What follows belongs to an exercise in optimizing a design on an open flow for small area, a short achievable clock period and few clock cycles per item; a production flow would make more cautious choices.
At most, simulation tests tie the RTL to the original design; equivalence was not proved.

## job 4515
## Noekeon
module Noekeon(
	input wire				inClk,
	input wire				inReset,
	input wire				inMode,			 
	input wire				inDecipher,		 
	input wire				inDataWr,
	input wire	[127:0]	inDataData,
	input wire				inKeyWr,
	input wire	[127:0]	inKeyData,
	output wire				outBusy,
	output wire	[127:0]	outData
);
==> flow/config.mk <==
export PLATFORM = sky130hd
export DESIGN_NAME = Noekeon
export DESIGN_NICKNAME = Noekeon
export VERILOG_FILES = /design/flow/design.v
export SDC_FILE = /design/flow/constraint.sdc
export NUM_CORES = 4
export LEC_CHECK = 0
export CAP_MARGIN = 20
export CORE_MARGIN = 2
export CORE_UTILIZATION = 40
export SETUP_SLACK_MARGIN = 1.5
export SLEW_MARGIN = 20
==> flow/constraint.sdc <==
create_clock -name core_clock -period 5.0 [get_ports {inClk}]
set_input_delay 1.0000 -clock core_clock [delete_from_list [all_inputs] [get_ports {inClk}]]
set_output_delay 1.0000 -clock core_clock [all_outputs]
set_load 0.01 [all_outputs]
standard.sh (not shown) runs the stock make flow with config.mk's settings and CLKGATE_MAP_FILE= SYNTH_SCRIPT=/design/flow/synth_recipe.tcl, a recipe that flattens the netlist after the stock synthesis.
==> flow/flow/run.sh <==
#!/bin/bash
# The standard ORFS layout, with each port's buffer made with the
# smallest buffer cell instead of the one buffer_ports picks by default.
# Every input and output port still gets its own buffer.
set -euo pipefail
export BUFFER_PORTS_ARGS="-buffer_cell sky130_fd_sc_hd__buf_1"
bash standard.sh finish > flow_standard.log 2>&1
Testbench counts of job 4515, summed over its fixed seeds: cycles 6,912, items 368.
Here is what was changed in the inputs of job 4623 compared with job 4515.
# job 4515
export LEC_CHECK = 0
export CAP_MARGIN = 20
export CORE_MARGIN = 2
export CORE_UTILIZATION = 40
export SETUP_SLACK_MARGIN = 1.5
export SLEW_MARGIN = 20
create_clock -name core_clock -period 5.0 [get_ports {inClk}]
# job 4623
export LEC_CHECK = 0
export CAP_MARGIN = 20
export CORE_MARGIN = 2
export CORE_UTILIZATION = 40
export PLACE_DENSITY = 0.95
export SETUP_SLACK_MARGIN = 1.5
export SLEW_MARGIN = 20
create_clock -name core_clock -period 5.0 [get_ports {inClk}]
Findings:
- Job 4623 reached the final stage; the timing, design-rule and antenna checks on its layout passed.
- | clock sink count | job 4515 vs job 4623 | ≈ equal |
- Run comparison: job 4623 launch point of the worst path noekeon_DataReg.DataReg[67]; job 4515 launch point of the worst path noekeon_DataReg.DataReg[126]
- Compared to job 4515, job 4623 has multi-input gate share of total cell area 0.18 points higher.
## Diff of input files: job 5738 against job 4623
# job 4623
export LEC_CHECK = 0
export CAP_MARGIN = 20
export CORE_MARGIN = 2
export CORE_UTILIZATION = 40
export PLACE_DENSITY = 0.95
export SETUP_SLACK_MARGIN = 1.5
export SLEW_MARGIN = 20
create_clock -name core_clock -period 5.0 [get_ports {inClk}]
# job 5738
export LEC_CHECK = 0
export CAP_MARGIN = 20
export CORE_MARGIN = 2
export CORE_UTILIZATION = 40
export SETUP_SLACK_MARGIN = 1.8
export SLEW_MARGIN = 20
create_clock -name core_clock -period 5.0 [get_ports {inClk}]
--- outcome ---
When job 5738 is set beside job 4623, its number of clock buffers in the layout turns out to be 9.5% larger. Reported for job 4623 and job 5738, synthesized cell count turned out identical to the last digit. Number of resized instances in the post-cts repair step, job 4623 and job 5738: larger value in job 5738. [compare] base=job 4623 new=job 5738: depth of the critical timing path with buffers and inverters included grew by 1; global-route usage grew by 1.0 points.
### job 5738 -> job 4882
# job 5738
export LEC_CHECK = 0
export CAP_MARGIN = 20
export CORE_MARGIN = 2
export CORE_UTILIZATION = 40
export SETUP_SLACK_MARGIN = 1.8
export SLEW_MARGIN = 20
create_clock -name core_clock -period 5.0 [get_ports {inClk}]
# job 4882
export LEC_CHECK = 0
export CAP_MARGIN = 20
export CORE_MARGIN = 2
export CORE_UTILIZATION = 40
export PLACE_DENSITY = 0.85
export SETUP_SLACK_MARGIN = 1.5
export SLEW_MARGIN = 20
create_clock -name core_clock -period 5.0 [get_ports {inClk}]
==> flow/flow/run.sh <==
#!/bin/bash
# The standard ORFS layout, with each port's buffer made with the
# smallest buffer cell instead of the one buffer_ports picks by default
# (every input and output port still gets its own buffer), and with the
# power recovery step after global routing, which downsizes cells on
# paths that have slack to spare.
set -euo pipefail
export BUFFER_PORTS_ARGS="-buffer_cell sky130_fd_sc_hd__buf_1"
export RECOVER_POWER=100
bash standard.sh finish > flow_standard.log 2>&1
--- outcome ---
To summarise job 4882: no stage aborted, but the layout did not pass its checks, failing on capacitance limit, slew limit. Cell area (job 4882 vs. job 5738) decreases by more than 10%. Job 5738 has higher area added between synthesis and finish than job 4882. Delay of the slowest cell on the worst path in job 4882 vs job 5738: up 0.25 ns. Taking job 5738 as the reference, in job 4882 total vias in the final route went down by 179. Comparing the two runs side by side, job 4882 comes out behind job 5738 on number of design-rule violations left by the first detailed-router iteration. Diff job 5738 -> job 4882: clock-buffer cell count climbed 5, final-stage net count dropped 102. Job 4882 packs its core looser than job 5738. Re number of buffers outside the clock class in the layout: job 5738 was higher than job 4882.


Noekeon, a different RTL version from the one above (not shown whole).
## Noekeon
module Noekeon(
	input wire				inClk,
	input wire				inReset,
	input wire				inMode,			 
	input wire				inDecipher,		 
	input wire				inDataWr,
	input wire	[127:0]	inDataData,
	input wire				inKeyWr,
	input wire	[127:0]	inKeyData,
	output wire				outBusy,
	output wire	[127:0]	outData
);
==> flow/config.mk <==
export PLATFORM = sky130hd
export DESIGN_NAME = Noekeon
export DESIGN_NICKNAME = Noekeon
export VERILOG_FILES = /design/flow/design.v
export SDC_FILE = /design/flow/constraint.sdc
export NUM_CORES = 4
export LEC_CHECK = 0
export CAP_MARGIN = 20
export CORE_MARGIN = 2
export CORE_UTILIZATION = 40
export SETUP_SLACK_MARGIN = 1.5
export SLEW_MARGIN = 20
==> flow/constraint.sdc <==
create_clock -name core_clock -period 5.0 [get_ports {inClk}]
set_input_delay 1.0000 -clock core_clock [delete_from_list [all_inputs] [get_ports {inClk}]]
set_output_delay 1.0000 -clock core_clock [all_outputs]
set_load 0.01 [all_outputs]
run.sh (not shown) runs the stock make flow with config.mk's settings and CLKGATE_MAP_FILE= SYNTH_SCRIPT=/design/flow/synth_recipe.tcl, a recipe that flattens the netlist after the stock synthesis.
Stock flow here: none of the scripts above is used.
The first run completed with no timing, DRC or antenna violations.
Edit:
Settings changed: SETUP_SLACK_MARGIN 1.5 to 2.2.
Non-clock buffer count is higher by 419.
Final cell count is higher by 11%.
Setup slack is better by 0.43 ns.
Global-route usage is higher by 2.0 points.
First-iteration DRC count is higher by 6.1%.
Clock-buffer cell count is lower by 7.
Flip-flop and latch count stays the same.
Final area is higher by 28%.
Function was not checked in any run of this note: the RTL went through the layout flow alone.


## the previous run
Noekeon with an RTL version that a note above also has.
For scale: roughly 2600 cells after synthesis, roughly 270 flip-flops, about 390 I/O pins.
export LEC_CHECK = 0
export CAP_MARGIN = 20
export CORE_MARGIN = 2
export CORE_UTILIZATION = 40
export PLACE_DENSITY = 0.9
export SETUP_SLACK_MARGIN = 1.8
export SLEW_MARGIN = 20
create_clock -name core_clock -period 5.0 [get_ports {inClk}]
standard.sh (not shown) runs the stock make flow with config.mk's settings and CLKGATE_MAP_FILE= SYNTH_SCRIPT=/design/flow/synth_recipe.tcl, a recipe that flattens the netlist after the stock synthesis.
==> flow/flow/run.sh <==
#!/bin/bash
# The standard ORFS layout, with each port's buffer made with the
# smallest buffer cell instead of the one buffer_ports picks by default.
# Every input and output port still gets its own buffer.
set -euo pipefail
export BUFFER_PORTS_ARGS="-buffer_cell sky130_fd_sc_hd__buf_1"
bash standard.sh finish > flow_standard.log 2>&1
Testbench counts of the previous run, summed over its fixed seeds: cycles 6,912, items 368.
Input changes introduced in the current run (baseline for comparison: the previous run):
# the previous run
export LEC_CHECK = 0
export CAP_MARGIN = 20
export CORE_MARGIN = 2
export CORE_UTILIZATION = 40
export PLACE_DENSITY = 0.9
export SETUP_SLACK_MARGIN = 1.8
export SLEW_MARGIN = 20
create_clock -name core_clock -period 5.0 [get_ports {inClk}]
# the current run
export LEC_CHECK = 0
export CAP_MARGIN = 20
export CORE_MARGIN = 2
export CORE_UTILIZATION = 40
export PLACE_DENSITY = 0.85
export SETUP_SLACK_MARGIN = 1.5
export SLEW_MARGIN = 20
create_clock -name core_clock -period 5.0 [get_ports {inClk}]
Findings:
noekeon_DataReg.DataReg[120]$_DFFE_PP_ as the capturing element of the worst setup path was reported by the current run, and noekeon_DataReg.DataReg[84]$_DFFE_PP_ by the previous run.
Utilization of the core after routing | the current run below the previous run
From the previous run to the current run the numbers moved as follows: share of the clock period used by the worst path after layout moved down, final design instance area without fill shows a reduction of 7.1%.
Between the previous run and the current run, met3 track demand over resource in global routing decreased.
Taking the previous run as the reference, in the current run per-cell via count in the routed design fell by about 4.7%; worst path buffer plus inverter count now larger; number of slew-limit violations in the final report about even.
On the current run: final layout net count is about 2.3% lower than what the previous run gave.


Noekeon, a different RTL version from the one above (not shown whole).
For scale: ~2400 cells after synthesis, roughly 270 flip-flops, roughly 0.025 mm2 of cells after synthesis.
// Noekeon
module Noekeon(
	input wire				inClk,
	input wire				inReset,
	input wire				inMode,			 
	input wire				inDecipher,		 
	input wire				inDataWr,
	input wire	[127:0]	inDataData,
	input wire				inKeyWr,
	input wire	[127:0]	inKeyData,
	output wire				outBusy,
	output wire	[127:0]	outData
);
wire			busy;
wire			decipher;
wire	[7:0]	rc;
wire	[7:0]	rcNext;
wire			dataLoad;
wire			zeroLoad;
wire			keyWrExt;
wire			keyWrInt;
wire			keyValid;
wire			useK;
wire			useU;
wire			useT;
wire	[127:0]	key;
wire	[127:0]	keyVec;
wire	[127:0]	constVec;
wire	[127:0]	state;
wire	[127:0]	roundData;
NoekeonControl noekeon_Control(
	.inClk(inClk),
	.inReset(inReset),
	.inMode(inMode),
	.inDecipher(inDecipher),
	.inDataWr(inDataWr),
	.inKeyWr(inKeyWr),
	.inKeyValid(keyValid),
	.inRcNext(rcNext),
	.outBusy(busy),
	.outDecipher(decipher),
	.outRc(rc),
	.outDataLoad(dataLoad),
	.outZeroLoad(zeroLoad),
	.outKeyWrExt(keyWrExt),
	.outKeyWrInt(keyWrInt),
	.outUseK(useK),
	.outUseU(useU),
	.outUseT(useT)
);
NoekeonKeyReg noekeon_KeyReg(
	.inClk(inClk),
	.inReset(inReset),
	.inKeyWrExt(keyWrExt),
	.inKeyDataExt(inKeyData),
	.inKeyWrInt(keyWrInt),
	.inKeyDataInt(state),
	.outKey(key),
	.outValid(keyValid)
);
NoekeonKeyTheta noekeon_KeyTheta(
	.inKey(key),
	.inUseK(useK),
	.inUseU(useU),
	.inUseT(useT),
	.outKey(keyVec)
);
NoekeonConstatBox noekeon_ConstatBox(
	.inRc(rc),
	.inDecipher(decipher),
	.outRcNext(rcNext),
	.outConst(constVec)
);
NoekeonRoundSh noekeon_RoundSh(
	.inData(state),
	.inVec(keyVec ^ constVec),
	.outData(roundData)
);
NoekeonDataReg noekeon_DataReg(
	.inClk(inClk),
	.inBusy(busy),
	.inLoad(dataLoad),
	.inLoadZero(zeroLoad),
	.inDataExt(inDataData),
	.inDataInt(roundData),
	.outData(state)
);
NoekeonDataOutReg noekeon_DataOutReg(
	.inData(state),
	.outData(outData)
);
assign outBusy = busy;
endmodule
Settings: LEC_CHECK=0, CAP_MARGIN=20, CORE_MARGIN=2, CORE_UTILIZATION=40, PLACE_DENSITY=0.95, SETUP_SLACK_MARGIN=2.1, SLEW_MARGIN=20; clock period 5.0 ns.
Scripts as last shown in full above: flow/flow/run.sh
Testbench counts at the start, summed over its fixed seeds: cycles 6,928, items 368.
==> next run, changes <==
--- a/flow/config.mk
+++ b/flow/config.mk
@@ -11,3 +11,3 @@
 export PLACE_DENSITY = 0.95
-export SETUP_SLACK_MARGIN = 2.1
+export SETUP_SLACK_MARGIN = 1.5
 export SLEW_MARGIN = 20
What happened: First-iteration DRC count falls by a few percent; worst setup slack is worse by 0.29 ns; routed wire length falls slightly; synthesized cell count stays the same.
==> next run, changes <==
--- a/flow/config.mk
+++ b/flow/config.mk
@@ -10,4 +10,4 @@
 export CORE_UTILIZATION = 40
-export PLACE_DENSITY = 0.95
-export SETUP_SLACK_MARGIN = 1.5
+export PLACE_DENSITY = 0.8
+export SETUP_SLACK_MARGIN = 2.0
 export SLEW_MARGIN = 20
What happened: Wire length shrinks by 2.2%. Hold slack hardly moves. Cell count stays flat. Clock skew hardly moves. Global-route usage went down by 0.61 points. Core utilization goes up by 0.91 points. Cell area rises by 2.0%. Area after synthesis is unchanged. Die area is unchanged. Synthesized cell count is unchanged.
==> next run, changes <==
--- a/flow/config.mk
+++ b/flow/config.mk
@@ -9,4 +9,4 @@
 export CORE_MARGIN = 2
-export CORE_UTILIZATION = 40
-export PLACE_DENSITY = 0.8
+export CORE_UTILIZATION = 55
+export PLACE_DENSITY = 0.95
 export SETUP_SLACK_MARGIN = 2.0
The new run produced a clean layout.
Cell area hardly moves.
Synthesized cell count is unchanged.
Non-clock buffer count came out higher by 8.
Critical path depth is unchanged.
==> next run, changes <==
--- a/flow/config.mk
+++ b/flow/config.mk
@@ -9,5 +9,5 @@
 export CORE_MARGIN = 2
-export CORE_UTILIZATION = 55
+export CORE_UTILIZATION = 40
 export PLACE_DENSITY = 0.95
-export SETUP_SLACK_MARGIN = 2.0
+export SETUP_SLACK_MARGIN = 1.8
 export SLEW_MARGIN = 20
=> The new run ran to the end with no violations; sequential cell count stays the same; area after synthesis is unchanged; die area rises by 37%; count of clock-buffer cells in the layout is higher by 17; non-clock buffer count fell by 10; wire length went up by 3.0%; utilization falls by 19 points; fmax fell by 1.4%.

## static timing again, ports no longer ideal
Ports are ideal in the flow. The routed layouts listed here were re-timed in OpenROAD.
Step 1 (the two cells are an assumption about what drives the block):
set clk [get_ports {inClk}]
set_driving_cell -lib_cell sky130_fd_sc_hd__clkbuf_16 $clk
set_driving_cell -lib_cell sky130_fd_sc_hd__buf_2 [delete_from_list [all_inputs] $clk]
Step 2, shift: input delay + t, output delay - t, t = (earliest + latest rising clock arrival at the registers) / 2. This alone moves slack from input paths to output paths.
Three values: ideal ports, drivers, drivers and shift; two values: the first two.
run	shift t [ns]	slack for setup (ns)	hold slack, ns	worst slew at a driven data input, ns
job 4515	0.619	1.443 / 1.443 / 1.443	0.260 / 0.218 / 0.591	0.08
job 4623	0.615	1.538 / 1.538 / 1.538	0.278 / 0.248 / 0.567	0.10
job 5738	0.628	1.805 / 1.805 / 1.486	0.269 / 0.222 / 0.574	0.06
job 4882	0.657	0.937 / 0.937 / 0.937	0.235 / 0.195 / 0.568	0.10
the first run of note 2	0.627	1.567 / 1.567 / 1.385	0.602 / 0.579 / 0.602	0.05
the second run of note 2	0.621	1.998 / 1.998 / 1.711	0.534 / 0.534 / 0.534	0.05
the previous run	0.624	1.297 / 1.297 / 1.297	0.269 / 0.221 / 0.542	0.08
the current run	0.653	1.499 / 1.499 / 1.499	0.230 / 0.191 / 0.572	0.10
the first run of note 4	0.615	2.035 / 2.035 / 1.855	0.362 / 0.329 / 0.510	0.09
the second run of note 4	0.609	1.743 / 1.743 / 1.743	0.293 / 0.256 / 0.504	0.09
the third run of note 4	0.607	2.011 / 2.011 / 1.758	0.293 / 0.252 / 0.517	0.09
the fourth run of note 4	0.641	1.860 / 1.860 / 1.860	0.224 / 0.195 / 0.554	0.07
the fifth run of note 4	0.612	1.817 / 1.817 / 1.817	0.289 / 0.249 / 0.495	0.10
The setup slack of job 5738, which loses most, moves by 0.000 ns with the drivers and by -0.319 ns with both steps.
